Context: an optimization exercise on an open-source flow, tuned for small area and a short achievable clock period. The choices shown serve that exercise and are no tape-out recipe. In this exercise RTL edits were held to simulation tests only and were not proved equivalent to the original. Power figures rest on the tool's default switching activity, not on a simulated workload.

File: config.mk
export PLATFORM = sky130hd
export DESIGN_NAME = encoder_3c1s_18x18
export DESIGN_NICKNAME = encoder_3c1s_18x18
export VERILOG_FILES = /design/flow/design.v
export SDC_FILE = /design/flow/constraint.sdc
export NUM_CORES = 4
export LEC_CHECK = 0
export CAP_MARGIN = 20
export CORE_MARGIN = 2
export CORE_UTILIZATION = 40
export SLEW_MARGIN = 20
File: constraint.sdc
create_clock -name core_clock -period 12.0 [get_ports {clock}]
set_input_delay 2.4000 -clock core_clock [delete_from_list [all_inputs] [get_ports {clock}]]
set_output_delay 2.4000 -clock core_clock [all_outputs]
set_load 0.01 [all_outputs]
File: design.v
module TNS_encoder_12(
    input wire [10:0] datain,
    input wire clock,
    output reg [11:0] codeout
    );
    wire [11:0] code_wire;
    TNS_core core(.datain(datain), .r_bit({codeout[11], codeout[8], codeout[5], codeout[2]}), .code_wire(code_wire));
    always @(posedge clock) codeout <= code_wire;
endmodule
module TNS_core(datain, r_bit, code_wire);
  input [10:0] datain;
  input [3:0] r_bit;
  output [11:0] code_wire;
  wire n_new_n100;
  wire n_new_n101;
  wire n_new_n102;
  wire n_new_n103;
  wire n_new_n104;
  wire n_new_n106;
  wire n_new_n107;
  wire n_new_n108;
  wire n_new_n109;
  wire n_new_n110;
  wire n_new_n112;
  wire n_new_n113;
  wire n_new_n114;
  wire n_new_n116;
  wire n_new_n117;
  wire n_new_n118;
  wire n_new_n119;
  wire n_new_n120;
  wire n_new_n121;
  wire n_new_n122;
  wire n_new_n123;
  wire n_new_n124;
  wire n_new_n125;
  wire n_new_n126;
  wire n_new_n127;
  wire n_new_n128;
  wire n_new_n129;
  wire n_new_n130;
  wire n_new_n131;
  wire n_new_n132;
  wire n_new_n133;
  wire n_new_n134;
  wire n_new_n135;
  wire n_new_n136;
  wire n_new_n137;
  wire n_new_n138;
  wire n_new_n139;
  wire n_new_n140;
  wire n_new_n141;
  wire n_new_n142;
  wire n_new_n143;
  wire n_new_n144;
  wire n_new_n145;
  wire n_new_n146;
  wire n_new_n147;
  wire n_new_n148;
  wire n_new_n149;
  wire n_new_n150;
  wire n_new_n151;
  wire n_new_n152;
  wire n_new_n153;
  wire n_new_n154;
  wire n_new_n155;
  wire n_new_n156;
  wire n_new_n157;
  wire n_new_n158;
  wire n_new_n159;
  wire n_new_n160;
  wire n_new_n161;
  wire n_new_n162;
  wire n_new_n163;
  wire n_new_n164;
  wire n_new_n165;
  wire n_new_n166;
  wire n_new_n167;
  wire n_new_n168;
  wire n_new_n169;
  wire n_new_n170;
  wire n_new_n171;
  wire n_new_n172;
  wire n_new_n173;
  wire n_new_n174;
  wire n_new_n175;
  wire n_new_n176;
  wire n_new_n177;
  wire n_new_n178;
  wire n_new_n179;
  wire n_new_n180;
  wire n_new_n181;
  wire n_new_n182;
  wire n_new_n183;
  wire n_new_n184;
  wire n_new_n185;
  wire n_new_n186;
  wire n_new_n187;
  wire n_new_n188;
  wire n_new_n189;
  wire n_new_n190;
  wire n_new_n191;
  wire n_new_n192;
  wire n_new_n193;
  wire n_new_n194;
  wire n_new_n195;
  wire n_new_n196;
  wire n_new_n197;
  wire n_new_n198;
  wire n_new_n199;
  wire n_new_n200;
  wire n_new_n201;
  wire n_new_n202;
  wire n_new_n203;
  wire n_new_n204;
  wire n_new_n205;
  wire n_new_n206;
  wire n_new_n207;
  wire n_new_n208;
  wire n_new_n209;
  wire n_new_n210;
  wire n_new_n211;
  wire n_new_n212;
  wire n_new_n213;
  wire n_new_n214;
  wire n_new_n215;
  wire n_new_n216;
  wire n_new_n217;
  wire n_new_n218;
  wire n_new_n219;
  wire n_new_n221;
  wire n_new_n222;
  wire n_new_n224;
  wire n_new_n225;
  wire n_new_n227;
  wire n_new_n228;
  wire n_new_n229;
  wire n_new_n230;
  wire n_new_n231;
  wire n_new_n232;
  wire n_new_n233;
  wire n_new_n234;
  wire n_new_n235;
  wire n_new_n236;
  wire n_new_n237;
  wire n_new_n238;
  wire n_new_n239;
  wire n_new_n240;
  wire n_new_n241;
  wire n_new_n242;
  wire n_new_n243;
  wire n_new_n244;
  wire n_new_n245;
  wire n_new_n246;
  wire n_new_n247;
  wire n_new_n248;
  wire n_new_n249;
  wire n_new_n250;
  wire n_new_n251;
  wire n_new_n252;
  wire n_new_n253;
  wire n_new_n254;
  wire n_new_n255;
  wire n_new_n256;
  wire n_new_n257;
  wire n_new_n258;
  wire n_new_n259;
  wire n_new_n260;
  wire n_new_n261;
  wire n_new_n262;
  wire n_new_n263;
  wire n_new_n264;
  wire n_new_n266;
  wire n_new_n267;
  wire n_new_n268;
  wire n_new_n270;
  wire n_new_n272;
  wire n_new_n273;
  wire n_new_n274;
  wire n_new_n275;
  wire n_new_n276;
  wire n_new_n277;
  wire n_new_n278;
  wire n_new_n279;
  wire n_new_n28;
  wire n_new_n280;
  wire n_new_n282;
  wire n_new_n284;
  wire n_new_n29;
  wire n_new_n30;
  wire n_new_n31;
  wire n_new_n32;
  wire n_new_n33;
  wire n_new_n34;
  wire n_new_n35;
  wire n_new_n36;
  wire n_new_n37;
  wire n_new_n38;
  wire n_new_n39;
  wire n_new_n40;
  wire n_new_n41;
  wire n_new_n42;
  wire n_new_n43;
  wire n_new_n44;
  wire n_new_n45;
  wire n_new_n46;
  wire n_new_n47;
  wire n_new_n48;
  wire n_new_n49;
  wire n_new_n50;
  wire n_new_n51;
  wire n_new_n52;
  wire n_new_n53;
  wire n_new_n54;
  wire n_new_n55;
  wire n_new_n56;
  wire n_new_n57;
  wire n_new_n58;
  wire n_new_n59;
  wire n_new_n60;
  wire n_new_n61;
  wire n_new_n62;
  wire n_new_n63;
  wire n_new_n64;
  wire n_new_n65;
  wire n_new_n66;
  wire n_new_n67;
  wire n_new_n68;
  wire n_new_n69;
  wire n_new_n70;
  wire n_new_n71;
  wire n_new_n72;
  wire n_new_n73;
  wire n_new_n74;
  wire n_new_n75;
  wire n_new_n76;
  wire n_new_n77;
  wire n_new_n78;
  wire n_new_n79;
  wire n_new_n80;
  wire n_new_n81;
  wire n_new_n82;
  wire n_new_n83;
  wire n_new_n84;
  wire n_new_n85;
  wire n_new_n86;
  wire n_new_n87;
  wire n_new_n88;
  wire n_new_n89;
  wire n_new_n90;
  wire n_new_n91;
  wire n_new_n92;
  wire n_new_n93;
  wire n_new_n94;
  wire n_new_n95;
  wire n_new_n96;
  wire n_new_n97;
  wire n_new_n98;
  wire n_new_n99;
  assign n_new_n28 = (datain[1] & datain[4]);
  assign n_new_n29 = (~datain[1] & ~datain[4]);
  assign n_new_n30 = (~n_new_n28 & ~n_new_n29);
  assign n_new_n31 = (~datain[0] & ~datain[3]);
  assign n_new_n32 = (datain[0] & datain[3]);
  assign n_new_n33 = (datain[2] & ~n_new_n29);
  assign n_new_n34 = (~n_new_n32 & ~n_new_n33);
  assign n_new_n35 = (~n_new_n31 & ~n_new_n34);
  assign n_new_n36 = (n_new_n30 & n_new_n35);
  assign n_new_n37 = (~n_new_n28 & ~n_new_n36);
  assign n_new_n38 = (datain[2] & ~n_new_n37);
  assign n_new_n39 = (~n_new_n31 & ~n_new_n32);
  assign n_new_n40 = (~n_new_n38 & n_new_n39);
  assign n_new_n41 = (n_new_n38 & ~n_new_n39);
  assign n_new_n42 = (~n_new_n40 & ~n_new_n41);
  assign n_new_n43 = (datain[7] & datain[10]);
  assign n_new_n44 = (datain[6] & datain[9]);
  assign n_new_n45 = (~datain[5] & ~datain[8]);
  assign n_new_n46 = (~datain[6] & ~datain[9]);
  assign n_new_n47 = (~n_new_n45 & ~n_new_n46);
  assign n_new_n48 = (~n_new_n44 & ~n_new_n47);
  assign n_new_n49 = (n_new_n43 & ~n_new_n48);
  assign n_new_n50 = (datain[5] & datain[8]);
  assign n_new_n51 = (~n_new_n45 & ~n_new_n50);
  assign n_new_n52 = (~datain[7] & ~datain[10]);
  assign n_new_n53 = (~n_new_n48 & ~n_new_n52);
  assign n_new_n54 = (~n_new_n43 & ~n_new_n53);
  assign n_new_n55 = (n_new_n51 & n_new_n54);
  assign n_new_n56 = (~n_new_n45 & ~n_new_n55);
  assign n_new_n57 = (n_new_n43 & n_new_n50);
  assign n_new_n58 = (n_new_n56 & ~n_new_n57);
  assign n_new_n59 = (datain[9] & ~n_new_n58);
  assign n_new_n60 = (~datain[9] & n_new_n56);
  assign n_new_n61 = (~n_new_n59 & ~n_new_n60);
  assign n_new_n62 = (~n_new_n49 & ~n_new_n61);
  assign n_new_n63 = (~datain[6] & ~n_new_n62);
  assign n_new_n64 = (datain[6] & ~n_new_n61);
  assign n_new_n65 = (~n_new_n63 & ~n_new_n64);
  assign n_new_n66 = (n_new_n42 & ~n_new_n65);
  assign n_new_n67 = (~n_new_n42 & n_new_n65);
  assign n_new_n68 = (~n_new_n66 & ~n_new_n67);
  assign n_new_n69 = (~datain[2] & n_new_n37);
  assign n_new_n70 = (~n_new_n38 & ~n_new_n69);
  assign n_new_n71 = (datain[8] & ~n_new_n43);
  assign n_new_n72 = (n_new_n44 & n_new_n50);
  assign n_new_n73 = (~n_new_n71 & n_new_n72);
  assign n_new_n74 = (~n_new_n51 & ~n_new_n73);
  assign n_new_n75 = (~n_new_n54 & n_new_n74);
  assign n_new_n76 = (~n_new_n55 & ~n_new_n75);
  assign n_new_n77 = (~n_new_n70 & n_new_n76);
  assign n_new_n78 = (n_new_n70 & ~n_new_n76);
  assign n_new_n79 = (n_new_n49 & ~n_new_n72);
  assign n_new_n80 = (~n_new_n46 & n_new_n50);
  assign n_new_n81 = (~n_new_n44 & n_new_n52);
  assign n_new_n82 = (~n_new_n80 & n_new_n81);
  assign n_new_n83 = (n_new_n54 & ~n_new_n82);
  assign n_new_n84 = (~n_new_n79 & ~n_new_n83);
  assign n_new_n85 = (~n_new_n30 & ~n_new_n35);
  assign n_new_n86 = (~n_new_n36 & ~n_new_n85);
  assign n_new_n87 = (n_new_n84 & ~n_new_n86);
  assign n_new_n88 = (~n_new_n66 & ~n_new_n87);
  assign n_new_n89 = (~n_new_n78 & ~n_new_n88);
  assign n_new_n90 = (~n_new_n84 & n_new_n86);
  assign n_new_n91 = (n_new_n89 & ~n_new_n90);
  assign n_new_n92 = (n_new_n77 & n_new_n91);
  assign n_new_n93 = (r_bit[0] & n_new_n67);
  assign n_new_n94 = (n_new_n87 & ~n_new_n93);
  assign n_new_n95 = (n_new_n78 & ~n_new_n94);
  assign n_new_n96 = (~n_new_n92 & ~n_new_n95);
  assign n_new_n97 = (~n_new_n68 & n_new_n96);
  assign n_new_n98 = (~n_new_n89 & ~n_new_n90);
  assign n_new_n99 = (~n_new_n67 & n_new_n77);
  assign n_new_n100 = (~n_new_n66 & ~n_new_n99);
  assign n_new_n101 = (~r_bit[0] & ~n_new_n100);
  assign n_new_n102 = (n_new_n98 & n_new_n101);
  assign n_new_n103 = (n_new_n68 & ~n_new_n96);
  assign n_new_n104 = (~n_new_n102 & ~n_new_n103);
  assign code_wire[0] = ~((~n_new_n97 & n_new_n104));
  assign n_new_n106 = (n_new_n89 & n_new_n90);
  assign n_new_n107 = (~n_new_n94 & ~n_new_n106);
  assign n_new_n108 = (~n_new_n100 & ~n_new_n107);
  assign n_new_n109 = (n_new_n98 & ~n_new_n101);
  assign n_new_n110 = (n_new_n107 & n_new_n109);
  assign code_wire[1] = (~n_new_n108 & ~n_new_n110);
  assign n_new_n112 = (~n_new_n77 & ~n_new_n91);
  assign n_new_n113 = (~n_new_n95 & n_new_n112);
  assign n_new_n114 = (~n_new_n92 & ~n_new_n102);
  assign code_wire[2] = (~n_new_n113 & n_new_n114);
  assign n_new_n116 = (~datain[8] & datain[10]);
  assign n_new_n117 = (n_new_n46 & n_new_n116);
  assign n_new_n118 = (datain[6] & n_new_n51);
  assign n_new_n119 = (~n_new_n117 & ~n_new_n118);
  assign n_new_n120 = (~datain[7] & ~n_new_n119);
  assign n_new_n121 = (~datain[7] & datain[9]);
  assign n_new_n122 = (~datain[10] & ~n_new_n121);
  assign n_new_n123 = (datain[5] & datain[7]);
  assign n_new_n124 = (~datain[8] & ~n_new_n123);
  assign n_new_n125 = (n_new_n122 & n_new_n124);
  assign n_new_n126 = (~datain[5] & datain[6]);
  assign n_new_n127 = (n_new_n116 & ~n_new_n126);
  assign n_new_n128 = (~n_new_n125 & ~n_new_n127);
  assign n_new_n129 = (datain[6] & ~n_new_n128);
  assign n_new_n130 = (~n_new_n120 & ~n_new_n129);
  assign n_new_n131 = (n_new_n46 & n_new_n123);
  assign n_new_n132 = (datain[10] & n_new_n44);
  assign n_new_n133 = (~n_new_n123 & n_new_n132);
  assign n_new_n134 = (~n_new_n131 & ~n_new_n133);
  assign n_new_n135 = (datain[8] & ~n_new_n134);
  assign n_new_n136 = (datain[8] & ~datain[10]);
  assign n_new_n137 = (datain[7] & datain[9]);
  assign n_new_n138 = (~datain[5] & ~n_new_n137);
  assign n_new_n139 = (n_new_n136 & ~n_new_n138);
  assign n_new_n140 = (n_new_n45 & ~n_new_n122);
  assign n_new_n141 = (~n_new_n139 & ~n_new_n140);
  assign n_new_n142 = (~datain[6] & ~n_new_n141);
  assign n_new_n143 = (~n_new_n135 & ~n_new_n142);
  assign n_new_n144 = (n_new_n130 & n_new_n143);
  assign n_new_n145 = (datain[4] & ~n_new_n144);
  assign n_new_n146 = (~datain[3] & ~n_new_n38);
  assign n_new_n147 = (datain[3] & n_new_n38);
  assign n_new_n148 = (~n_new_n146 & ~n_new_n147);
  assign n_new_n149 = (~datain[6] & datain[8]);
  assign n_new_n150 = (datain[6] & ~datain[8]);
  assign n_new_n151 = (n_new_n123 & ~n_new_n150);
  assign n_new_n152 = (~n_new_n149 & n_new_n151);
  assign n_new_n153 = (~n_new_n140 & ~n_new_n152);
  assign n_new_n154 = (~datain[10] & ~n_new_n153);
  assign n_new_n155 = (~n_new_n71 & ~n_new_n116);
  assign n_new_n156 = (datain[5] & ~datain[6]);
  assign n_new_n157 = (~datain[10] & ~n_new_n156);
  assign n_new_n158 = (~datain[7] & ~n_new_n126);
  assign n_new_n159 = (~n_new_n157 & n_new_n158);
  assign n_new_n160 = (~datain[9] & ~n_new_n159);
  assign n_new_n161 = (~n_new_n155 & n_new_n160);
  assign n_new_n162 = (datain[9] & n_new_n126);
  assign n_new_n163 = (datain[8] & datain[9]);
  assign n_new_n164 = (~n_new_n46 & ~n_new_n163);
  assign n_new_n165 = (~n_new_n162 & n_new_n164);
  assign n_new_n166 = (~datain[5] & ~datain[7]);
  assign n_new_n167 = (~n_new_n131 & ~n_new_n166);
  assign n_new_n168 = (~n_new_n165 & n_new_n167);
  assign n_new_n169 = (datain[10] & n_new_n168);
  assign n_new_n170 = (~n_new_n161 & ~n_new_n169);
  assign n_new_n171 = (~n_new_n154 & n_new_n170);
  assign n_new_n172 = (n_new_n148 & n_new_n171);
  assign n_new_n173 = (~n_new_n146 & ~n_new_n172);
  assign n_new_n174 = (~datain[4] & n_new_n144);
  assign n_new_n175 = (~n_new_n145 & ~n_new_n174);
  assign n_new_n176 = (n_new_n173 & n_new_n175);
  assign n_new_n177 = (~n_new_n145 & ~n_new_n176);
  assign n_new_n178 = (~n_new_n44 & ~n_new_n163);
  assign n_new_n179 = (~n_new_n117 & n_new_n178);
  assign n_new_n180 = (n_new_n166 & ~n_new_n179);
  assign n_new_n181 = (~n_new_n127 & ~n_new_n156);
  assign n_new_n182 = (n_new_n137 & ~n_new_n181);
  assign n_new_n183 = (datain[7] & ~datain[9]);
  assign n_new_n184 = (datain[6] & n_new_n183);
  assign n_new_n185 = (~n_new_n51 & n_new_n184);
  assign n_new_n186 = (~n_new_n182 & ~n_new_n185);
  assign n_new_n187 = (~n_new_n180 & n_new_n186);
  assign n_new_n188 = (n_new_n168 & n_new_n179);
  assign n_new_n189 = (n_new_n44 & ~n_new_n152);
  assign n_new_n190 = (n_new_n136 & n_new_n189);
  assign n_new_n191 = (~datain[8] & ~datain[9]);
  assign n_new_n192 = (datain[6] & ~n_new_n43);
  assign n_new_n193 = (n_new_n191 & n_new_n192);
  assign n_new_n194 = (datain[5] & n_new_n193);
  assign n_new_n195 = (~n_new_n190 & ~n_new_n194);
  assign n_new_n196 = (~n_new_n188 & n_new_n195);
  assign n_new_n197 = (n_new_n187 & n_new_n196);
  assign n_new_n198 = (n_new_n177 & n_new_n197);
  assign n_new_n199 = (~n_new_n173 & ~n_new_n175);
  assign n_new_n200 = (~n_new_n176 & ~n_new_n199);
  assign n_new_n201 = (~n_new_n148 & ~n_new_n171);
  assign n_new_n202 = (~n_new_n172 & ~n_new_n201);
  assign n_new_n203 = (~n_new_n112 & n_new_n202);
  assign n_new_n204 = (n_new_n200 & ~n_new_n203);
  assign n_new_n205 = (n_new_n112 & ~n_new_n202);
  assign n_new_n206 = (n_new_n198 & ~n_new_n205);
  assign n_new_n207 = (n_new_n204 & ~n_new_n206);
  assign n_new_n208 = (~r_bit[1] & ~n_new_n207);
  assign n_new_n209 = (~n_new_n177 & ~n_new_n197);
  assign n_new_n210 = (~n_new_n204 & ~n_new_n209);
  assign n_new_n211 = (~n_new_n208 & ~n_new_n210);
  assign n_new_n212 = (n_new_n198 & ~n_new_n211);
  assign n_new_n213 = (~n_new_n200 & ~n_new_n205);
  assign n_new_n214 = (n_new_n209 & ~n_new_n213);
  assign n_new_n215 = (~n_new_n208 & n_new_n214);
  assign n_new_n216 = (~n_new_n212 & ~n_new_n215);
  assign n_new_n217 = (~n_new_n203 & ~n_new_n205);
  assign n_new_n218 = (n_new_n216 & n_new_n217);
  assign n_new_n219 = (~n_new_n216 & ~n_new_n217);
  assign code_wire[3] = (~n_new_n218 & ~n_new_n219);
  assign n_new_n221 = (~n_new_n211 & ~n_new_n213);
  assign n_new_n222 = (~n_new_n200 & n_new_n218);
  assign code_wire[4] = ~((~n_new_n221 & ~n_new_n222));
  assign n_new_n224 = (~n_new_n198 & ~n_new_n210);
  assign n_new_n225 = (~n_new_n215 & n_new_n224);
  assign code_wire[5] = (~n_new_n212 & ~n_new_n225);
  assign n_new_n227 = (n_new_n187 & n_new_n189);
  assign n_new_n228 = (n_new_n186 & ~n_new_n193);
  assign n_new_n229 = (~n_new_n123 & ~n_new_n228);
  assign n_new_n230 = (~datain[6] & datain[7]);
  assign n_new_n231 = (~datain[8] & ~n_new_n230);
  assign n_new_n232 = (~datain[5] & datain[7]);
  assign n_new_n233 = (n_new_n46 & ~n_new_n232);
  assign n_new_n234 = (~n_new_n231 & n_new_n233);
  assign n_new_n235 = (~datain[6] & datain[9]);
  assign n_new_n236 = (n_new_n166 & n_new_n235);
  assign n_new_n237 = (~n_new_n234 & ~n_new_n236);
  assign n_new_n238 = (~n_new_n229 & n_new_n237);
  assign n_new_n239 = (~n_new_n227 & n_new_n238);
  assign n_new_n240 = (~n_new_n224 & n_new_n239);
  assign n_new_n241 = (~datain[5] & ~n_new_n231);
  assign n_new_n242 = (~n_new_n239 & n_new_n241);
  assign n_new_n243 = (datain[8] & n_new_n230);
  assign n_new_n244 = (~n_new_n125 & ~n_new_n150);
  assign n_new_n245 = (~n_new_n232 & ~n_new_n244);
  assign n_new_n246 = (datain[5] & ~datain[7]);
  assign n_new_n247 = (~n_new_n163 & n_new_n246);
  assign n_new_n248 = (~n_new_n245 & ~n_new_n247);
  assign n_new_n249 = (~n_new_n243 & n_new_n248);
  assign n_new_n250 = (~n_new_n242 & n_new_n249);
  assign n_new_n251 = (~n_new_n240 & n_new_n250);
  assign n_new_n252 = (n_new_n224 & ~n_new_n239);
  assign n_new_n253 = (~n_new_n121 & ~n_new_n183);
  assign n_new_n254 = (~r_bit[2] & ~n_new_n253);
  assign n_new_n255 = (~n_new_n252 & n_new_n254);
  assign n_new_n256 = (n_new_n251 & ~n_new_n255);
  assign n_new_n257 = (~n_new_n149 & ~n_new_n248);
  assign n_new_n258 = (n_new_n253 & n_new_n257);
  assign n_new_n259 = (~n_new_n253 & ~n_new_n257);
  assign n_new_n260 = (~n_new_n258 & ~n_new_n259);
  assign n_new_n261 = (~n_new_n256 & ~n_new_n260);
  assign n_new_n262 = (~n_new_n240 & ~n_new_n252);
  assign n_new_n263 = (~n_new_n261 & n_new_n262);
  assign n_new_n264 = (n_new_n261 & ~n_new_n262);
  assign code_wire[6] = (~n_new_n263 & ~n_new_n264);
  assign n_new_n266 = (~n_new_n240 & n_new_n260);
  assign n_new_n267 = (~n_new_n250 & ~n_new_n252);
  assign n_new_n268 = (~n_new_n266 & n_new_n267);
  assign code_wire[7] = (~n_new_n256 & ~n_new_n268);
  assign n_new_n270 = (n_new_n251 & n_new_n253);
  assign code_wire[8] = (~n_new_n261 & ~n_new_n270);
  assign n_new_n272 = (~n_new_n251 & ~n_new_n257);
  assign n_new_n273 = (~datain[7] & n_new_n272);
  assign n_new_n274 = (~n_new_n191 & ~n_new_n273);
  assign n_new_n275 = (datain[10] & ~r_bit[3]);
  assign n_new_n276 = (~n_new_n274 & ~n_new_n275);
  assign n_new_n277 = (~datain[8] & n_new_n273);
  assign n_new_n278 = (n_new_n137 & ~n_new_n272);
  assign n_new_n279 = (~n_new_n163 & ~n_new_n278);
  assign n_new_n280 = (~n_new_n277 & n_new_n279);
  assign code_wire[9] = (~n_new_n276 & n_new_n280);
  assign n_new_n282 = (~n_new_n274 & n_new_n275);
  assign code_wire[10] = ~((n_new_n280 & ~n_new_n282));
  assign n_new_n284 = (~datain[9] & code_wire[10]);
  assign code_wire[11] = (datain[10] & ~n_new_n284);
endmodule
module encoder_3c1s_18x18(datain, clock, codeout);
    input wire [219:0] datain;
    input wire clock;
    output wire [239:0] codeout;
    TNS_encoder_12 ecoder01( .datain(datain[10:0]), .clock(clock), .codeout(codeout[11:0]) );
    TNS_encoder_12 ecoder02( .datain(datain[21:11]), .clock(clock), .codeout(codeout[23:12]) );
    TNS_encoder_12 ecoder03( .datain(datain[32:22]), .clock(clock), .codeout(codeout[35:24]) );
    TNS_encoder_12 ecoder04( .datain(datain[43:33]), .clock(clock), .codeout(codeout[47:36]) );
    TNS_encoder_12 ecoder05( .datain(datain[54:44]), .clock(clock), .codeout(codeout[59:48]) );
    TNS_encoder_12 ecoder06( .datain(datain[65:55]), .clock(clock), .codeout(codeout[71:60]) );
    TNS_encoder_12 ecoder07( .datain(datain[76:66]), .clock(clock), .codeout(codeout[83:72]) );
    TNS_encoder_12 ecoder08( .datain(datain[87:77]), .clock(clock), .codeout(codeout[95:84]) );
    TNS_encoder_12 ecoder09( .datain(datain[98:88]), .clock(clock), .codeout(codeout[107:96]) );
    TNS_encoder_12 ecoder10( .datain(datain[109:99]), .clock(clock), .codeout(codeout[119:108]) );
    TNS_encoder_12 ecoder11( .datain(datain[120:110]), .clock(clock), .codeout(codeout[131:120]) );
    TNS_encoder_12 ecoder12( .datain(datain[131:121]), .clock(clock), .codeout(codeout[143:132]) );
    TNS_encoder_12 ecoder13( .datain(datain[142:132]), .clock(clock), .codeout(codeout[155:144]) );
    TNS_encoder_12 ecoder14( .datain(datain[153:143]), .clock(clock), .codeout(codeout[167:156]) );
    TNS_encoder_12 ecoder15( .datain(datain[164:154]), .clock(clock), .codeout(codeout[179:168]) );
    TNS_encoder_12 ecoder16( .datain(datain[175:165]), .clock(clock), .codeout(codeout[191:180]) );
    TNS_encoder_12 ecoder17( .datain(datain[186:176]), .clock(clock), .codeout(codeout[203:192]) );
    TNS_encoder_12 ecoder18( .datain(datain[197:187]), .clock(clock), .codeout(codeout[215:204]) );
    TNS_encoder_12 ecoder19( .datain(datain[208:198]), .clock(clock), .codeout(codeout[227:216]) );
    TNS_encoder_12 ecoder20( .datain(datain[219:209]), .clock(clock), .codeout(codeout[239:228]) );
endmodule
File: flow/run.sh
#!/bin/bash
# Own layout flow. The standard synthesis runs first, for reference. Then our own synthesis of
# the same RTL: Yosys's generic synthesis (no fsm/share passes, flattened) without its adder
# extraction, and a light ABC mapping that keeps the structure of the logic as the RTL gives it.
# Its registers are renamed to the standard synthesis's names (paired by the port each drives,
# same cell types), and it replaces the standard netlist if that pairing succeeds. Then the standard flow's
# standard layout runs from floorplan on, with buf_2 cells as the port buffers.
set -euo pipefail
W=$(pwd)
R=$W/orfs/results/$FLOW_PLATFORM/encoder_3c1s_18x18/base
YOSYS=yosys
[ -x "$FLOW_HOME/../tools/install/yosys/bin/yosys" ] && YOSYS=$FLOW_HOME/../tools/install/yosys/bin/yosys
LIB=$FLOW_HOME/platforms/$FLOW_PLATFORM/lib/sky130_fd_sc_hd__tt_025C_1v80.lib

bash standard.sh synth > std_synth.log 2>&1
cp $R/1_2_yosys.v $W/std_1_2_yosys.v

DU=""
for c in $(sed -n '/^export DONT_USE_CELLS/,/^$/p' $FLOW_HOME/platforms/$FLOW_PLATFORM/config.mk | grep -o 'sky130_fd_sc_hd__[a-z0-9_]*'); do
  DU="$DU -dont_use $c"
done
cat > $W/own_synth.ys <<EOT
read_verilog -sv $FLOW_DESIGN
synth -flatten -nofsm -noshare -noabc -top $FLOW_TOP
opt -purge
dfflibmap -liberty $LIB $DU
opt
abc -script $W/flow/map.abc -liberty $LIB $DU -D 12000
opt_clean -purge
hilomap -singleton -hicell sky130_fd_sc_hd__conb_1 HI -locell sky130_fd_sc_hd__conb_1 LO
splitnets
opt_clean -purge
rename -hide w:* x:* %d
stat -liberty $LIB
write_verilog -noattr -nohex -nodec $W/own_1_2_yosys.v
EOT
if $YOSYS -s $W/own_synth.ys > own_synth.log 2>&1 && \
   python3 $W/flow/regnames.py $W/std_1_2_yosys.v $W/own_1_2_yosys.v $W/own_named_1_2_yosys.v > regnames.log 2>&1; then
  echo "using own synthesis" > synth_choice.log
  cp $W/own_named_1_2_yosys.v $R/1_2_yosys.v
  touch $R/1_2_yosys.v
else
  echo "own synthesis failed or registers differ; keeping the standard netlist" > synth_choice.log
fi
export BUFFER_PORTS_ARGS="-buffer_cell sky130_fd_sc_hd__buf_2"
# ask the repair steps for more setup slack than the constraints need, to shorten the period
export SETUP_SLACK_MARGIN=7.6
bash standard.sh > layout.log 2>&1
File: flow/map.abc
strash; dch -f; map; topo; stime -c; buffer -c; upsize -c; dnsize -c
File: flow/regnames.py
"""Give the registers of our own synthesis netlist the names the standard synthesis gave them,
pairing them by the net each register drives. Exits 1 if the registers cannot be paired one to one
with the same cell types."""
import re, sys
std_path, own_path, out_path = sys.argv[1:4]
pat = re.compile(r'^\s*(sky130_fd_sc_hd__df\w+)\s+(\\\S+|\S+)\s*\((.*?)\);', re.S | re.M)
def regs(text):
    d = {}
    for m in pat.finditer(text):
        q = re.search(r'\.Q\(\s*(\\\S+\s|[^()\s]+)\s*\)', m.group(3))
        if not q:
            sys.exit('no Q pin on %s' % m.group(2))
        d[q.group(1).strip()] = (m.group(1), m.group(2), m.start(2), m.end(2))
    return d
std = open(std_path).read()
own = open(own_path).read()
rs, ro = regs(std), regs(own)
if set(rs) != set(ro) or len(rs) != len(ro):
    sys.exit('register Q nets differ: %d std, %d own' % (len(rs), len(ro)))
edits = []
for q, (cell, name, a, b) in ro.items():
    scell, sname = rs[q][0], rs[q][1]
    if scell != cell:
        sys.exit('cell type differs for %s: %s vs %s' % (q, scell, cell))
    if not sname.startswith('\\'):
        sys.exit('unexpected std name %s' % sname)
    edits.append((a, b, sname + ' '))
for a, b, s in sorted(edits, reverse=True):
    own = own[:a] + s + own[b:]
open(out_path, 'w').write(own)
print('renamed %d registers' % len(edits))
File: standard.sh
#!/bin/bash
# synth_recipe.tcl (not shown) runs the flow's synth.tcl, then flattens the netlist and writes it again
# the make line also repeats each setting of config.mk as NAME=value (left out here)
make -C /OpenROAD-flow-scripts/flow DESIGN_CONFIG=/design/flow/config.mk WORK_HOME=/design/flow/orfs CLKGATE_MAP_FILE= SYNTH_SCRIPT=/design/flow/synth_recipe.tcl "${@:-finish}"
==> run_summary.xml, run 1 <==
<?xml version="1.0" encoding="UTF-8"?>
<metrics>
  <group name="outcome">
    <metric name="result_of_the_run" unit="">complete, no violations</metric>
  </group>
  <group name="worst_setup_path">
    <metric name="critical_path_buf_inv_count" unit="">2</metric>
    <metric name="worst-r2r-cell-count" unit="">5</metric>
    <metric name="r2r-end" unit="">ecoder05.codeout[0]</metric>
    <metric name="regToRegSetupSlack" unit="ps">10780</metric>
    <metric name="crit_path_start_kind" unit="">input port</metric>
    <metric name="critical-path-slowest-cell" unit="">sky130_fd_sc_hd__o211ai_2</metric>
    <metric name="number_of_gates_on_the_worst_path_with_buffers_counted" unit="">15</metric>
    <metric name="worstReg2RegStart" unit="">ecoder05.codeout[2]</metric>
    <metric name="path_delay_family" unit="">compound AO/OA/AOI/OAI gates</metric>
    <metric name="arrival" unit="ps">4770</metric>
    <metric name="critical-path-top-cell-by-count" unit="">sky130_fd_sc_hd__nand2_1</metric>
    <metric name="critical_path.endpoint_type" unit="">flop</metric>
    <metric name="worst_path_class_setup" unit="">in -&gt; reg</metric>
    <metric name="worst-path-max-fanout" unit="">7</metric>
    <metric name="worst_path_largest_cell_delay" unit="ps">350</metric>
    <metric name="cp.required" unit="ps">12450</metric>
    <metric name="crit_chain" unit="">buf_2, clkinv_2, nand2_1, o211ai_1, nand3_1, o211ai_2, o21ai_0, nand2_1, nand2_1, o21bai_2, a21oi_4, nor2_1, nor2_2, a21oi_1, xor2_1</metric>
  </group>
  <group name="timing">
    <metric name="finalSetupViolCount" unit="">0</metric>
    <metric name="max_freq" unit="MHz">231</metric>
    <metric name="setup_tns" unit="ps">0</metric>
    <metric name="final.period_utilization" unit="%">36.0</metric>
    <metric name="finalWorstSetupSlack" unit="ps">7680</metric>
    <metric name="grt_setup_unrepaired" unit="">true</metric>
    <metric name="final.min_clock_period" unit="ps">4320</metric>
    <metric name="timing_hold_violations_final" unit="">0</metric>
    <metric name="final-max-slew-violation-count" unit="">0</metric>
    <metric name="timing.slew.headroom" unit="%">48.9</metric>
    <metric name="worst_clock_skew" unit="ps">17.1</metric>
    <metric name="worst-slew-pin-transition" unit="ps">754</metric>
  </group>
  <group name="drt">
    <metric name="average_wire_per_cell_in_the_routed_design" unit="µm">14.9</metric>
    <metric name="drc_errors" unit="">0</metric>
    <metric name="routed_wl" unit="µm">90000</metric>
    <metric name="route.vias.total" unit="">33700</metric>
    <metric name="detail_route.first_pass.iterations" unit="">8</metric>
    <metric name="antenna_violating_nets_post_route" unit="">0</metric>
    <metric name="dr.first_iter.drc_count" unit="">2559</metric>
    <metric name="via_per_inst" unit="">5.58</metric>
  </group>
  <group name="floorplan">
    <metric name="row_count" unit="">97</metric>
    <metric name="floorplan.die.width" unit="µm">269</metric>
    <metric name="floorplan.io_pins" unit="">461</metric>
    <metric name="die_height" unit="µm">269</metric>
    <metric name="die-area" unit="µm²">72600</metric>
    <metric name="floorplan.initialDensity" unit="%">40.3</metric>
    <metric name="fp.coreArea" unit="µm²">69900</metric>
  </group>
  <group name="global_routing">
    <metric name="grt.total_usage" unit="%">22.8</metric>
    <metric name="globalRouteMet1Util" unit="%">29.2</metric>
    <metric name="first_pass_grt_wire_length" unit="µm">143000</metric>
    <metric name="pin_count_of_the_biggest_net_entering_global_routing" unit="">18</metric>
    <metric name="grtUsageMet2" unit="%">37.9</metric>
    <metric name="grt_antenna_before_repair" unit="">17</metric>
    <metric name="first_global_vias" unit="">29800</metric>
    <metric name="total_grt_overflow" unit="">0</metric>
    <metric name="grtUsageMet3" unit="%">5.30</metric>
    <metric name="grt_busiest_layer" unit="">met2</metric>
  </group>
  <group name="power">
    <metric name="cellInternalPower" unit="µW">2830</metric>
    <metric name="power.sequential.fraction" unit="%">25.0</metric>
    <metric name="pwr_dens" unit="nW/µm²">140</metric>
    <metric name="comb_power_share" unit="%">50.2</metric>
    <metric name="p_sw" unit="µW">2090</metric>
    <metric name="static_leakage_power" unit="µW">0.0168</metric>
    <metric name="pwr-share-clk" unit="%">24.8</metric>
    <metric name="sw_frac_of_total" unit="%">42.5</metric>
    <metric name="power.ir.vdd_worst" unit="mV">0.106</metric>
  </group>
  <group name="yosys">
    <metric name="syn-num-nets" unit="">4721</metric>
    <metric name="synthCells" unit="">4500</metric>
    <metric name="postSynthAreaPerCell" unit="µm²">6.26</metric>
    <metric name="netlist_area" unit="µm²">28200</metric>
    <metric name="ys_warn_count" unit="">1</metric>
  </group>
  <group name="placement">
    <metric name="place_inst" unit="">5880</metric>
    <metric name="hpwl_reported_at_the_end_of_detailed_placement" unit="µm">70100</metric>
    <metric name="placement.io_buffers" unit="">460</metric>
    <metric name="placement.setup.worst_slack" unit="ps">7040</metric>
    <metric name="globalplace.congestion" unit="">0.961</metric>
  </group>
  <group name="cells_and_area">
    <metric name="num-nets-final" unit="">5285</metric>
    <metric name="number_of_inserted_filler_cells_in_the_final_layout" unit="">7116</metric>
    <metric name="drive_gt1_share" unit="%">25.5</metric>
    <metric name="layoutNonFillerInstCount" unit="">6038</metric>
    <metric name="area.growth.synth_to_final" unit="%">24.8</metric>
  </group>
  <group name="clocking">
    <metric name="cts_root_buffer" unit="">sky130_fd_sc_hd__clkbuf_16</metric>
    <metric name="cts_tree" unit="">yes</metric>
    <metric name="htree_num_levels" unit="">2</metric>
    <metric name="cts_buffer_depth" unit="">3</metric>
    <metric name="cts_buffer_count" unit="">37</metric>
    <metric name="cts.sinks" unit="">240</metric>
    <metric name="clk_pin_slew" unit="ps">60</metric>
    <metric name="insertion_delay" unit="ps">560</metric>
  </group>
  <group name="min_path">
    <metric name="min_path_cells" unit="">3</metric>
    <metric name="worst_hold_path_ep" unit="">ecoder03.codeout[7]</metric>
    <metric name="hold_class" unit="">reg -&gt; reg</metric>
    <metric name="timing.hold.worst.start" unit="">ecoder03.codeout[8]</metric>
  </group>
  <group name="flow_run">
    <metric name="maxCapViolations" unit="">0</metric>
  </group>
</metrics>
==> what timing repair did <==
action	in CTS	in global routing
hold buffers	0	0
gates resized for setup	0	452
endpoints found under the setup margin	0	142
setup buffers	0	85
==> flip-flops by register name, summed over array words and instances, names as in the netlist <==
register          flops
ecoder15.codeout     12
ecoder03.codeout     12
ecoder01.codeout     12
ecoder06.codeout     12
ecoder20.codeout     12
ecoder08.codeout     12
ecoder18.codeout     12
ecoder10.codeout     12
ecoder12.codeout     12
ecoder11.codeout     12
ecoder05.codeout     12
ecoder14.codeout     12
ecoder02.codeout     12
ecoder16.codeout     12
ecoder09.codeout     12
ecoder19.codeout     12
ecoder04.codeout     12
ecoder17.codeout     12
ecoder13.codeout     12
ecoder07.codeout     12
==> cell usage in the layout (no fill, tap or decap), types with 36 or more instances in the layout <==
cell type                   instances
sky130_fd_sc_hd__nand2_1         1006
sky130_fd_sc_hd__nor2_1           490
sky130_fd_sc_hd__inv_1            407
sky130_fd_sc_hd__buf_2            382
sky130_fd_sc_hd__nand3_1          313
sky130_fd_sc_hd__dfxtp_1          240
sky130_fd_sc_hd__o21ai_0          224
sky130_fd_sc_hd__a21oi_1          195
sky130_fd_sc_hd__nand4_1          125
sky130_fd_sc_hd__inv_2            110
sky130_fd_sc_hd__buf_4            108
sky130_fd_sc_hd__o211ai_1         106
sky130_fd_sc_hd__nand2_2           90
sky130_fd_sc_hd__a22oi_1           80
sky130_fd_sc_hd__nor3_1            58
sky130_fd_sc_hd__a31oi_1           57
sky130_fd_sc_hd__o21ai_1           56
sky130_fd_sc_hd__nor2_2            56
sky130_fd_sc_hd__xor2_1            45
sky130_fd_sc_hd__nand3b_1          45
sky130_fd_sc_hd__a31oi_4           43
sky130_fd_sc_hd__a32oi_1           41
sky130_fd_sc_hd__o211a_1           38
sky130_fd_sc_hd__o21bai_4          37
sky130_fd_sc_hd__clkbuf_16         37
sky130_fd_sc_hd__inv_4             36
sky130_fd_sc_hd__o21bai_1          36
==> worst register-to-register path, delay by kind of cell (launching register included) <==
kind	cells	cell delay (ps)
simple gates	4	360
flops	1	360
compound gates	1	370
==> metal layers <==
| metal | part of all wire (%) | wire length (µm) |
|---|---|---|
| met5 | 0.16 | 147 |
| met4 | 3.0 | 2660 |
| met3 | 7.6 | 6800 |
| met2 | 46 | 41600 |
| met1 | 43 | 38700 |
==> worst max path at each step <==
stage,from,end,slack [ps]
5_1_grt,datain[214],ecoder20.codeout[11],7530
3_5_place_dp,datain[96],ecoder09.codeout[11],7040
2_1_floorplan,datain[204],ecoder19.codeout[6],7720
6_report,datain[214],ecoder20.codeout[6],7680
4_1_cts,datain[96],ecoder09.codeout[11],7620
3_3_place_gp,datain[96],ecoder09.codeout[11],7050
==> power groups by stage <==
stage	Sequential, µW	Clock, µW	Combinational [µW]
after detailed placement	1240	0	2280
after global routing	1260	1300	2740
final	1230	1220	2470
after floorplan	1350	0	1420
after global placement	1250	0	2280
after CTS	1230	1260	2290
==> layout make-up <==
type,count,area (µm²),area share [%]
repair buffers,545,3210,9.14
well taps,940,1180,3.34
diodes,5,12.5,0.0356
clock inverters,24,370,1.05
inverters,563,2240,6.37
flip-flops and latches,240,4800,13.7
clock buffers,44,992,2.82
multi-input cells,3677,22400,63.6
==> through the flow <==
| stage | hold WS (ps) | utilization [%] | total power (µW) | cell area, µm² |
|---|---|---|---|---|
| floorplan | 606 | - | 2770 | 28200 |
| global placement | 561 | 45.1 | 3520 | 31500 |
| detailed placement | 559 | 45.1 | 3520 | 31500 |
| CTS | 566 | 47.0 | 4780 | 32900 |
| global route | 580 | 50.3 | 5290 | 35200 |
| finish | 567 | 50.3 | 4920 | 35200 |
==> run 2: changes to the inputs <==
--- a/config.mk
+++ b/config.mk
@@ -10,2 +10,3 @@
 export CORE_UTILIZATION = 40
+export CTS_BUF_LIST = sky130_fd_sc_hd__clkbuf_4 sky130_fd_sc_hd__clkbuf_8
 export SLEW_MARGIN = 20
==> run_summary.xml, run 2 <==
<?xml version="1.0" encoding="UTF-8"?>
<metrics>
  <group name="cells_and_area">
    <metric name="num-nets-final" unit="">5239</metric>
    <metric name="finish.utilization" unit="%">47.7</metric>
    <metric name="layoutNonFillerInstCount" unit="">6006</metric>
    <metric name="drive_gt1_share" unit="%">22.3</metric>
    <metric name="area.growth.synth_to_final" unit="%">18.3</metric>
    <metric name="mostFrequentLayoutCells" unit="">1033 x sky130_fd_sc_hd__nand2_1, 498 x sky130_fd_sc_hd__nor2_1, 411 x sky130_fd_sc_hd__inv_1</metric>
    <metric name="layout.cells.most_common" unit="">sky130_fd_sc_hd__nand2_1</metric>
  </group>
  <group name="placement">
    <metric name="placement.io_buffers" unit="">460</metric>
    <metric name="placement.setup.worst_slack" unit="ps">7040</metric>
    <metric name="globalplace.congestion" unit="">0.961</metric>
    <metric name="place_inst" unit="">5880</metric>
    <metric name="hpwl_reported_at_the_end_of_detailed_placement" unit="µm">70100</metric>
  </group>
  <group name="flow_run">
    <metric name="maxCapViolations" unit="">0</metric>
  </group>
  <group name="drt">
    <metric name="routed_wl" unit="µm">88600</metric>
    <metric name="drc_errors" unit="">0</metric>
    <metric name="route.vias.total" unit="">33400</metric>
    <metric name="via_per_inst" unit="">5.56</metric>
    <metric name="average_wire_per_cell_in_the_routed_design" unit="µm">14.8</metric>
    <metric name="detail_route.first_pass.iterations" unit="">7</metric>
    <metric name="dr.first_iter.drc_count" unit="">2532</metric>
    <metric name="antenna_violating_nets_post_route" unit="">0</metric>
  </group>
  <group name="clocking">
    <metric name="clk_pin_slew" unit="ps">60</metric>
    <metric name="cts_root_buffer" unit="">sky130_fd_sc_hd__clkbuf_8</metric>
    <metric name="cts_hold_repair.buffers" unit="">0</metric>
    <metric name="cts_buffer_depth" unit="">3</metric>
    <metric name="insertion_delay" unit="ps">670</metric>
    <metric name="cts_tree" unit="">yes</metric>
    <metric name="cts.sinks" unit="">240</metric>
    <metric name="htree_num_levels" unit="">2</metric>
    <metric name="cts_buffer_count" unit="">53</metric>
  </group>
  <group name="floorplan">
    <metric name="floorplan.io_pins" unit="">461</metric>
    <metric name="row_count" unit="">97</metric>
    <metric name="floorplan.die.width" unit="µm">269</metric>
    <metric name="die-area" unit="µm²">72600</metric>
    <metric name="fp.coreArea" unit="µm²">69900</metric>
    <metric name="die_height" unit="µm">269</metric>
    <metric name="floorplan.initialDensity" unit="%">40.3</metric>
  </group>
  <group name="yosys">
    <metric name="postSynthAreaPerCell" unit="µm²">6.26</metric>
    <metric name="netlist_area" unit="µm²">28200</metric>
    <metric name="ys_warn_count" unit="">1</metric>
    <metric name="syn-num-nets" unit="">4721</metric>
    <metric name="synthCells" unit="">4500</metric>
  </group>
  <group name="worst_setup_path">
    <metric name="r2r-end" unit="">ecoder05.codeout[0]</metric>
    <metric name="critical_path.endpoint_type" unit="">flop</metric>
    <metric name="crit_chain" unit="">buf_2, inv_2, o211ai_1, nand3_1, o211ai_2, o21ai_0, nand2_1, nand2_1, o21bai_2, a21oi_2, o21bai_2, a31oi_1, o211ai_1, a21oi_1</metric>
    <metric name="critical-path-slowest-cell" unit="">sky130_fd_sc_hd__o211ai_2</metric>
    <metric name="regToRegSetupSlack" unit="ps">10790</metric>
    <metric name="worst-path-max-fanout" unit="">13</metric>
    <metric name="critical_path_buf_inv_count" unit="">2</metric>
    <metric name="arrival" unit="ps">4850</metric>
    <metric name="path_delay_family" unit="">compound AO/OA/AOI/OAI gates</metric>
    <metric name="cp.required" unit="ps">12600</metric>
    <metric name="worst_path_largest_cell_delay" unit="ps">330</metric>
    <metric name="crit_path_start_kind" unit="">input port</metric>
    <metric name="worst-r2r-cell-count" unit="">6</metric>
    <metric name="worstReg2RegStart" unit="">ecoder05.codeout[2]</metric>
    <metric name="worst_path_class_setup" unit="">in -&gt; reg</metric>
  </group>
  <group name="timing">
    <metric name="worst_clock_skew" unit="ps">25.8</metric>
    <metric name="finalWorstSetupSlack" unit="ps">7750</metric>
    <metric name="worst-slew-pin-transition" unit="ps">680</metric>
    <metric name="grt_setup_unrepaired" unit="">true</metric>
    <metric name="final.period_utilization" unit="%">35.4</metric>
    <metric name="final.min_clock_period" unit="ps">4250</metric>
    <metric name="finalSetupViolCount" unit="">0</metric>
    <metric name="final-max-slew-violation-count" unit="">0</metric>
    <metric name="timing.slew.headroom" unit="%">54.1</metric>
    <metric name="max_freq" unit="MHz">235</metric>
    <metric name="setup_tns" unit="ps">0</metric>
    <metric name="timing_hold_violations_final" unit="">0</metric>
  </group>
  <group name="global_routing">
    <metric name="first_global_vias" unit="">29900</metric>
    <metric name="grt.total_usage" unit="%">23.0</metric>
    <metric name="first_pass_grt_wire_length" unit="µm">144000</metric>
    <metric name="total_grt_overflow" unit="">0</metric>
    <metric name="grt_antenna_before_repair" unit="">21</metric>
    <metric name="pin_count_of_the_biggest_net_entering_global_routing" unit="">18</metric>
  </group>
  <group name="outcome">
    <metric name="result_of_the_run" unit="">complete, no violations</metric>
  </group>
  <group name="min_path">
    <metric name="timing.hold.worst.start" unit="">ecoder03.codeout[8]</metric>
    <metric name="hold_class" unit="">reg -&gt; reg</metric>
    <metric name="min_path_cells" unit="">3</metric>
    <metric name="worst_hold_path_ep" unit="">ecoder03.codeout[7]</metric>
  </group>
  <group name="power">
    <metric name="pwr_dens" unit="nW/µm²">139</metric>
    <metric name="static_leakage_power" unit="µW">0.0162</metric>
    <metric name="power.ir.vdd_worst" unit="mV">0.103</metric>
  </group>
</metrics>
==> run 2: cell count changes in the layout (fill, tap and decap cells not counted), sizes merged <==
cell and delta:
bufinv -3, clkinv +1, diode +4, clkinvlp -4
buf -79, inv -2, clkbuf +51
==> run 2: per-layer routing <==
layer	vias to the layer above	routed length (µm)	global-route usage (%)
met2	1193	40500	38.1
met1	14900	38600	29.1
met4	22	2630	7.60
met5	-	140	0
li1	17000	-	-
met3	207	6820	5.58
==> run 2: stage by stage <==
step | instance area, µm² | total power [µW] | hold slack (ps)
floorplan | 28200 | 2770 | 606
global placement | 31500 | 3520 | 561
detailed placement | 31500 | 3520 | 559
CTS | 32700 | 4640 | 568
global route | 33400 | 5000 | 600
finish | 33400 | 4630 | 566
==> run 2: final cells by class <==
| cell class | instances | area [µm²] |
|---|---|---|
| clock buffer | 78 | 998 |
| sequential | 240 | 4800 |
| multi-input combinational | 3677 | 21400 |
| inverter | 563 | 2160 |
| antenna | 9 | 22.5 |
| timing repair buffer | 483 | 2610 |
| clock inverter | 16 | 208 |
| tap | 940 | 1180 |
| fill | 7304 | 36600 |
==> run 2: how the worst max path moves through the flow <==
stage,startpoint,endpoint,slack [ps],cells after the start
finish,datain[218],ecoder20.codeout[11],7750,14
global route,datain[28],ecoder03.codeout[11],7520,17
CTS,datain[96],ecoder09.codeout[11],7730,16
detailed placement,datain[96],ecoder09.codeout[11],7040,16
global placement,datain[96],ecoder09.codeout[11],7050,16
floorplan,datain[204],ecoder19.codeout[6],7720,12
==> run 2: worst min-delay path: cells and delay by family, from the launching register on <==
family	cells	cell delay, ps
AO/OA/AOI/OAI	1	60
flip-flops	1	320
AND/OR/NAND/NOR	2	130
==> run 2: timing repair <==
| action | in CTS | in global routing |
|---|---|---|
| setup buffers | 0 | 23 |
| gates resized for setup | 0 | 119 |
| hold endpoints to repair | 0 | 0 |
| endpoints found under the setup margin | 0 | 65 |
==> run 2: power breakdown <==
group,switching (µW),total (µW),internal (µW)
logic,1440,2330,883
registers,138,1230,1090
clock network,439,1080,637
==> run 3: changes to the inputs <==
--- a/flow/run.sh
+++ b/flow/run.sh
@@ -6,3 +6,4 @@
 # same cell types), and it replaces the standard netlist if that pairing succeeds. Then the standard flow's
-# standard layout runs from floorplan on, with buf_2 cells as the port buffers.
+# standard layout runs from floorplan on, with buf_2 cells as the port buffers (the output
+# ones become buf_1 after global placement) and a setup margin for the repair steps.
 set -euo pipefail
@@ -47,2 +48,3 @@
 export SETUP_SLACK_MARGIN=7.6
+export POST_GLOBAL_PLACE_TCL=$W/flow/post_gpl.tcl
 bash standard.sh > layout.log 2>&1
==> flow/post_gpl.tcl (new file) <==
# Runs after global placement (POST_GLOBAL_PLACE_TCL). The output ports have setup slack to
# spare, so their port buffers become the smallest buffer; detailed placement legalizes later.
set n 0
foreach inst [get_cells output*] {
  if { [get_property $inst ref_name] == "sky130_fd_sc_hd__buf_2" } {
    replace_cell $inst sky130_fd_sc_hd__buf_1
    incr n
  }
}
puts "post_gpl: $n output port buffers set to sky130_fd_sc_hd__buf_1"
--- a/config.mk
+++ b/config.mk
@@ -10,3 +10,3 @@
 export CORE_UTILIZATION = 40
-export CTS_BUF_LIST = sky130_fd_sc_hd__clkbuf_4 sky130_fd_sc_hd__clkbuf_8
+export CTS_BUF_LIST = sky130_fd_sc_hd__clkbuf_2 sky130_fd_sc_hd__clkbuf_4
 export SLEW_MARGIN = 20
==> run_summary.xml, run 3 <==
<?xml version="1.0" encoding="UTF-8"?>
<metrics>
  <group name="clocking">
    <metric name="clk_pin_slew" unit="ps">60</metric>
    <metric name="cts_tree" unit="">yes</metric>
    <metric name="cts_buffer_depth" unit="">3</metric>
    <metric name="post_cts_setup_driven_buffer_insertion_count" unit="">0</metric>
    <metric name="cts.sinks" unit="">240</metric>
    <metric name="cts_buffer_count" unit="">80</metric>
    <metric name="cts_hold_repair.buffers" unit="">0</metric>
    <metric name="insertion_delay" unit="ps">840</metric>
    <metric name="cts_root_buffer" unit="">sky130_fd_sc_hd__clkbuf_4</metric>
    <metric name="htree_num_levels" unit="">3</metric>
  </group>
  <group name="drt">
    <metric name="via_per_inst" unit="">5.53</metric>
    <metric name="dr.first_iter.drc_count" unit="">2578</metric>
    <metric name="antenna_violating_nets_post_route" unit="">0</metric>
    <metric name="average_wire_per_cell_in_the_routed_design" unit="µm">14.6</metric>
    <metric name="detail_route.first_pass.iterations" unit="">7</metric>
    <metric name="routed_wl" unit="µm">88100</metric>
    <metric name="route.vias.total" unit="">33400</metric>
    <metric name="drc_errors" unit="">0</metric>
  </group>
  <group name="cells_and_area">
    <metric name="layoutNonFillerInstCount" unit="">6046</metric>
    <metric name="mostFrequentLayoutCells" unit="">1042 x sky130_fd_sc_hd__nand2_1, 502 x sky130_fd_sc_hd__nor2_1, 414 x sky130_fd_sc_hd__inv_1</metric>
    <metric name="drive_gt1_share" unit="%">16.4</metric>
    <metric name="layout.cells.most_common" unit="">sky130_fd_sc_hd__nand2_1</metric>
    <metric name="num-nets-final" unit="">5243</metric>
    <metric name="area.growth.synth_to_final" unit="%">14.6</metric>
  </group>
  <group name="worst_setup_path">
    <metric name="worst_path_class_setup" unit="">in -&gt; reg</metric>
    <metric name="worst-r2r-cell-count" unit="">6</metric>
    <metric name="arrival" unit="ps">4920</metric>
    <metric name="worstReg2RegStart" unit="">ecoder05.codeout[2]</metric>
    <metric name="worst-path-max-fanout" unit="">14</metric>
    <metric name="critical_path.endpoint_type" unit="">flop</metric>
    <metric name="crit_path_start_kind" unit="">input port</metric>
    <metric name="regToRegSetupSlack" unit="ps">10800</metric>
    <metric name="cp.required" unit="ps">12750</metric>
    <metric name="r2r-end" unit="">ecoder05.codeout[0]</metric>
  </group>
  <group name="timing">
    <metric name="final.min_clock_period" unit="ps">4170</metric>
    <metric name="worst_clock_skew" unit="ps">38.7</metric>
    <metric name="finalSetupViolCount" unit="">0</metric>
    <metric name="final.period_utilization" unit="%">34.7</metric>
    <metric name="final-max-slew-violation-count" unit="">0</metric>
    <metric name="max_freq" unit="MHz">240</metric>
    <metric name="grt_setup_unrepaired" unit="">true</metric>
    <metric name="timing_hold_violations_final" unit="">0</metric>
    <metric name="setup_tns" unit="ps">0</metric>
    <metric name="timing.slew.headroom" unit="%">48.3</metric>
    <metric name="worst-slew-pin-transition" unit="ps">765</metric>
  </group>
  <group name="min_path">
    <metric name="min_path_cells" unit="">3</metric>
    <metric name="timing.hold.worst.start" unit="">ecoder03.codeout[8]</metric>
    <metric name="worst_hold_path_ep" unit="">ecoder03.codeout[7]</metric>
    <metric name="hold_class" unit="">reg -&gt; reg</metric>
  </group>
  <group name="yosys">
    <metric name="ys_warn_count" unit="">1</metric>
    <metric name="postSynthAreaPerCell" unit="µm²">6.26</metric>
    <metric name="syn-num-nets" unit="">4721</metric>
    <metric name="netlist_area" unit="µm²">28200</metric>
    <metric name="synthCells" unit="">4500</metric>
  </group>
  <group name="power">
    <metric name="cellInternalPower" unit="µW">2340</metric>
    <metric name="static_leakage_power" unit="µW">0.0153</metric>
    <metric name="pwr_dens" unit="nW/µm²">135</metric>
    <metric name="sw_frac_of_total" unit="%">46.3</metric>
    <metric name="power.sequential.fraction" unit="%">28.4</metric>
    <metric name="comb_power_share" unit="%">50.7</metric>
    <metric name="power.ir.vdd_worst" unit="mV">0.109</metric>
    <metric name="pwr-share-clk" unit="%">20.9</metric>
    <metric name="p_sw" unit="µW">2020</metric>
  </group>
  <group name="placement">
    <metric name="placement.io_buffers" unit="">460</metric>
    <metric name="hpwl_reported_at_the_end_of_detailed_placement" unit="µm">70100</metric>
    <metric name="place_inst" unit="">5880</metric>
  </group>
  <group name="floorplan">
    <metric name="die-area" unit="µm²">72600</metric>
    <metric name="row_count" unit="">97</metric>
    <metric name="die_height" unit="µm">269</metric>
    <metric name="fp.coreArea" unit="µm²">69900</metric>
    <metric name="floorplan.io_pins" unit="">461</metric>
    <metric name="floorplan.initialDensity" unit="%">40.3</metric>
    <metric name="floorplan.die.width" unit="µm">269</metric>
  </group>
  <group name="flow_run">
    <metric name="maxCapViolations" unit="">0</metric>
  </group>
  <group name="global_routing">
    <metric name="total_grt_overflow" unit="">0</metric>
    <metric name="grt_antenna_before_repair" unit="">23</metric>
    <metric name="grt.total_usage" unit="%">23.0</metric>
    <metric name="pin_count_of_the_biggest_net_entering_global_routing" unit="">18</metric>
    <metric name="first_global_vias" unit="">30100</metric>
    <metric name="first_pass_grt_wire_length" unit="µm">144000</metric>
  </group>
  <group name="outcome">
    <metric name="result_of_the_run" unit="">complete, no violations</metric>
  </group>
</metrics>
[run 3: cell count changes in the layout (fill, tap and decap cells not counted), sizes merged]
cell      previous run  this run
clkinv              12        43
diode                9        18
bufinv               5         3
clkinvlp             3         1
clkbuf             129       107
inv                559       562
buf                432       455
[run 3: what timing repair did]
action / 4_1_cts / 5_1_grt
setup endpoints to repair: 0 / 3
resized for setup: 0 / 5
hold endpoints to repair: 0 / 0
[run 3: cell type report]
class                   count  area, µm²
clock inverters            46        263
diodes                     18       45.0
flip-flops and latches    240       4800
inverters                 563       2150
multi-input cells        3677      21100
clock buffers             102        766
fillers                  7505      37600
repair buffers            460       2010
well taps                 940       1180
[run 3: per-layer routing]
| layer | part of all wire (%) | vias to the layer above | GRT usage (%) |
|---|---|---|---|
| li1 | - | 17100 | - |
| met1 | 43 | 14800 | 29.0 |
| met3 | 8.2 | 204 | 6.13 |
| met4 | 3.0 | 22 | 8.36 |
| met2 | 45 | 1265 | 37.6 |
| met5 | 0.18 | - | 0 |
[run 3: worst max path at each step]
| stage | start | end | slack [ps] | depth (start not counted) |
|---|---|---|---|---|
| global route | datain[42] | ecoder04.codeout[11] | 7590 | 17 |
| CTS | datain[193] | ecoder18.codeout[11] | 7950 | 17 |
| detailed placement | datain[96] | ecoder09.codeout[11] | 7050 | 16 |
| finish | datain[149] | ecoder14.codeout[11] | 7830 | 17 |
| floorplan | datain[204] | ecoder19.codeout[6] | 7720 | 12 |
| global placement | datain[96] | ecoder09.codeout[11] | 7050 | 16 |
[run 3: power by group through the flow]
| stage | registers [µW] | logic (µW) | clock network [µW] |
|---|---|---|---|
| 6_report | 1240 | 2210 | 908 |
| 5_1_grt | 1260 | 2470 | 1010 |
| 4_1_cts | 1240 | 2210 | 962 |
| 3_5_place_dp | 1250 | 2200 | 0 |
| 3_3_place_gp | 1250 | 2280 | 0 |
| 2_1_floorplan | 1350 | 1420 | 0 |
[run 3: metrics by stage]
step	utilization, %	instance area (µm²)	power (µW)	setup slack [ps]	hold slack, ps
floorplan	-	28200	2770	7720	606
global placement	45.1	31500	3520	7050	561
detailed placement	44.7	31200	3450	7050	561
CTS	46.1	32200	4410	7950	557
global route	46.2	32300	4740	7590	607
finish	46.2	32300	4350	7830	553
[run 3: worst max-delay path, cell delays in order]
cell,delay (ps)
sky130_fd_sc_hd__buf_2,250
sky130_fd_sc_hd__inv_2,120
sky130_fd_sc_hd__nand2_1,210
sky130_fd_sc_hd__nand3_1,140
sky130_fd_sc_hd__nand4_1,140
sky130_fd_sc_hd__o211ai_1,100
sky130_fd_sc_hd__o211ai_1,120
sky130_fd_sc_hd__nand4_1,180
sky130_fd_sc_hd__nand2_2,160
sky130_fd_sc_hd__a31oi_4,120
sky130_fd_sc_hd__o21bai_4,170
sky130_fd_sc_hd__a21oi_4,100
sky130_fd_sc_hd__o21bai_2,150
sky130_fd_sc_hd__nand2_1,70
sky130_fd_sc_hd__a21oi_1,180
sky130_fd_sc_hd__o211ai_1,150
sky130_fd_sc_hd__a21oi_1,140
==> run 4: changes to the inputs <==
--- a/flow/run.sh
+++ b/flow/run.sh
@@ -47,4 +47,6 @@
 # ask the repair steps for more setup slack than the constraints need, to shorten the period
-export SETUP_SLACK_MARGIN=7.6
+export SETUP_SLACK_MARGIN=7.4
 export POST_GLOBAL_PLACE_TCL=$W/flow/post_gpl.tcl
+# clock tree as the standard flow builds it, with the buffers of config.mk and no dummy loads
+export CTS_ARGS="-sink_clustering_enable -repair_clock_nets -dont_use_dummy_load -buf_list {sky130_fd_sc_hd__clkbuf_2 sky130_fd_sc_hd__clkbuf_4}"
 bash standard.sh > layout.log 2>&1
==> run_summary.xml, run 4 <==
<?xml version="1.0" encoding="UTF-8"?>
<metrics>
  <group name="power">
    <metric name="pwr_dens" unit="nW/µm²">129</metric>
    <metric name="power.ir.vdd_worst" unit="mV">0.0985</metric>
    <metric name="power.total" unit="µW">4120</metric>
    <metric name="static_leakage_power" unit="µW">0.0150</metric>
  </group>
  <group name="drt">
    <metric name="average_wire_per_cell_in_the_routed_design" unit="µm">14.7</metric>
    <metric name="antenna_violating_nets_post_route" unit="">0</metric>
    <metric name="via_per_inst" unit="">5.57</metric>
    <metric name="route.vias.total" unit="">33300</metric>
    <metric name="dr.first_iter.drc_count" unit="">2575</metric>
    <metric name="detail_route.first_pass.iterations" unit="">9</metric>
    <metric name="drc_errors" unit="">0</metric>
    <metric name="routed_wl" unit="µm">87700</metric>
  </group>
  <group name="timing">
    <metric name="worst-slew-pin-transition" unit="ps">758</metric>
    <metric name="timing_hold_violations_final" unit="">0</metric>
    <metric name="final.min_clock_period" unit="ps">4210</metric>
    <metric name="worst_clock_skew" unit="ps">51.7</metric>
    <metric name="grt_setup_unrepaired" unit="">false</metric>
    <metric name="final.period_utilization" unit="%">35.1</metric>
    <metric name="timing.slew.headroom" unit="%">48.8</metric>
    <metric name="max_freq" unit="MHz">237</metric>
    <metric name="finalSetupViolCount" unit="">0</metric>
    <metric name="final-max-slew-violation-count" unit="">0</metric>
    <metric name="setup_tns" unit="ps">0</metric>
  </group>
  <group name="cells_and_area">
    <metric name="mostFrequentLayoutCells" unit="">1042 x sky130_fd_sc_hd__nand2_1, 502 x sky130_fd_sc_hd__nor2_1, 414 x sky130_fd_sc_hd__inv_1</metric>
    <metric name="area.growth.synth_to_final" unit="%">13.0</metric>
    <metric name="num-nets-final" unit="">5243</metric>
    <metric name="number_of_inserted_filler_cells_in_the_final_layout" unit="">7515</metric>
    <metric name="layoutNonFillerInstCount" unit="">5973</metric>
    <metric name="drive_gt1_share" unit="%">16.0</metric>
    <metric name="layout.cells.most_common" unit="">sky130_fd_sc_hd__nand2_1</metric>
    <metric name="finish.utilization" unit="%">45.6</metric>
    <metric name="fin_area" unit="µm²">31800</metric>
  </group>
  <group name="global_routing">
    <metric name="first_global_vias" unit="">30000</metric>
    <metric name="grt_antenna_before_repair" unit="">22</metric>
    <metric name="pin_count_of_the_biggest_net_entering_global_routing" unit="">18</metric>
    <metric name="first_pass_grt_wire_length" unit="µm">143000</metric>
    <metric name="grtUsageMet2" unit="%">37.3</metric>
    <metric name="total_grt_overflow" unit="">0</metric>
    <metric name="grt.total_usage" unit="%">23.0</metric>
    <metric name="grt_busiest_layer" unit="">met2</metric>
    <metric name="grtUsageMet3" unit="%">5.91</metric>
    <metric name="globalRouteMet1Util" unit="%">28.9</metric>
  </group>
  <group name="yosys">
    <metric name="ys_warn_count" unit="">1</metric>
    <metric name="netlist_area" unit="µm²">28200</metric>
    <metric name="syn-num-nets" unit="">4721</metric>
    <metric name="synthCells" unit="">4500</metric>
    <metric name="postSynthAreaPerCell" unit="µm²">6.26</metric>
  </group>
  <group name="clocking">
    <metric name="clk_pin_slew" unit="ps">60</metric>
    <metric name="cts_tree" unit="">yes</metric>
    <metric name="cts.sinks" unit="">240</metric>
    <metric name="cts_root_buffer" unit="">sky130_fd_sc_hd__clkbuf_4</metric>
    <metric name="insertion_delay" unit="ps">830</metric>
    <metric name="cts_buffer_depth" unit="">3</metric>
    <metric name="htree_num_levels" unit="">3</metric>
    <metric name="cts_repair_resize_count" unit="">0</metric>
    <metric name="post_cts_setup_driven_buffer_insertion_count" unit="">0</metric>
    <metric name="cts_hold_repair.buffers" unit="">0</metric>
    <metric name="cts_buffer_count" unit="">80</metric>
  </group>
  <group name="floorplan">
    <metric name="die-area" unit="µm²">72600</metric>
    <metric name="floorplan.initialDensity" unit="%">40.3</metric>
    <metric name="floorplan.io_pins" unit="">461</metric>
    <metric name="fp.coreArea" unit="µm²">69900</metric>
    <metric name="die_height" unit="µm">269</metric>
    <metric name="floorplan.die.width" unit="µm">269</metric>
    <metric name="row_count" unit="">97</metric>
  </group>
  <group name="flow_run">
    <metric name="maxCapViolations" unit="">0</metric>
  </group>
  <group name="worst_setup_path">
    <metric name="critical-path-slowest-cell" unit="">sky130_fd_sc_hd__buf_2</metric>
    <metric name="worst-path-max-fanout" unit="">15</metric>
    <metric name="cp.required" unit="ps">12710</metric>
    <metric name="critical_path.endpoint_type" unit="">flop</metric>
    <metric name="arrival" unit="ps">4920</metric>
    <metric name="crit_path_start_kind" unit="">input port</metric>
    <metric name="crit_chain" unit="">buf_2, inv_2, nand2_1, nand3_1, a31oi_1, o211ai_1, nand4_1, nand2_2, a31oi_4, o21bai_4, a21oi_4, o21bai_2, a31oi_1, o211ai_1, a21oi_1</metric>
    <metric name="worst_path_class_setup" unit="">in -&gt; reg</metric>
    <metric name="worst_path_largest_cell_delay" unit="ps">250</metric>
  </group>
  <group name="placement">
    <metric name="hpwl_reported_at_the_end_of_detailed_placement" unit="µm">70100</metric>
    <metric name="postPlaceCellArea" unit="µm²">31200</metric>
    <metric name="place_inst" unit="">5880</metric>
    <metric name="placement.io_buffers" unit="">460</metric>
  </group>
  <group name="outcome">
    <metric name="result_of_the_run" unit="">complete, no violations</metric>
  </group>
  <group name="min_path">
    <metric name="hold_class" unit="">reg -&gt; reg</metric>
  </group>
</metrics>
run 4: final timing paths:
kind,startpoint,to,slack (ps),depth (start not counted)
worst min register to register,ecoder03.codeout[8],ecoder03.codeout[7],550,3
worst min-delay path,ecoder03.codeout[8],ecoder03.codeout[7],550,3
worst max register to register,ecoder05.codeout[2],ecoder05.codeout[0],10790,6
worst max-delay path,datain[204],ecoder19.codeout[11],7790,15
run 4: routing by layer:
metal  wire length (µm)  up-vias
li1                   -    17000
met1              37600    14700
met2              39400     1358
met3               7630      219
met4               2950       22
met5                151        -
run 4: area by class of cell:
class	count	area (µm²)	area share (%)
Multi-Input combinational cell	3677	21100	66.2
Sequential cell	240	4800	15.1
Inverter	563	2150	6.75
Timing Repair Buffer	460	2000	6.29
Tap cell	940	1180	3.69
Clock buffer	80	601	1.89
Antenna cell	13	32.5	0.102
run 4: power breakdown:
group          switching, µW  internal (µW)  leakage, µW
Clock                    372            299     0.000368
Combinational           1430            780       0.0127
Sequential               145           1090      0.00202
run 4: critical path, delay by kind of cell:
| family | cells | cell delay [ps] |
|---|---|---|
| buffers and inverters | 2 | 360 |
| AOI/OAI and AO/OA | 9 | 1560 |
| and+or+nand+nor | 4 | 590 |
run 4: per-stage QoR:
| stage | setup WS [ps] | hold WS (ps) |
|---|---|---|
| finish | 7790 | 552 |
| global route | 7520 | 601 |
| CTS | 7910 | 555 |
| detailed placement | 7050 | 561 |
| global placement | 7050 | 561 |
| floorplan | 7720 | 606 |

==> static timing again, ports no longer ideal <==
In the flow no input, the clock included, has a driving cell. The finished layouts below were timed again as built, in two steps. Step 1 sets driving cells, clkbuf_16 on the clock port and buf_2 on the other inputs (assumed; they add their load-dependent delay and slew). Step 2 adds t to the input delays and takes it off the output delays; t is the mean of the earliest and latest rising clock arrival at the registers after step 1. Input paths then give back, and output paths get back, about the clock's delay inside the block. Three values: ideal, step 1, step 2; two values: the first two.
run	t (ns)	slack for setup (ns)	pins driven straight from the clock port
run 1	0.622	7.677 / 7.691 / 7.069	1
run 2	0.716	7.750 / 7.752 / 7.036	1
run 3	0.873	7.831 / 7.820 / 6.947	1
run 4	0.841	7.788 / 7.789 / 6.948	1
After both steps setup and hold are still met in every run listed. For run 3, which loses most, drivers alone change the setup slack by -0.011 ns; drivers and shift together by -0.884 ns.
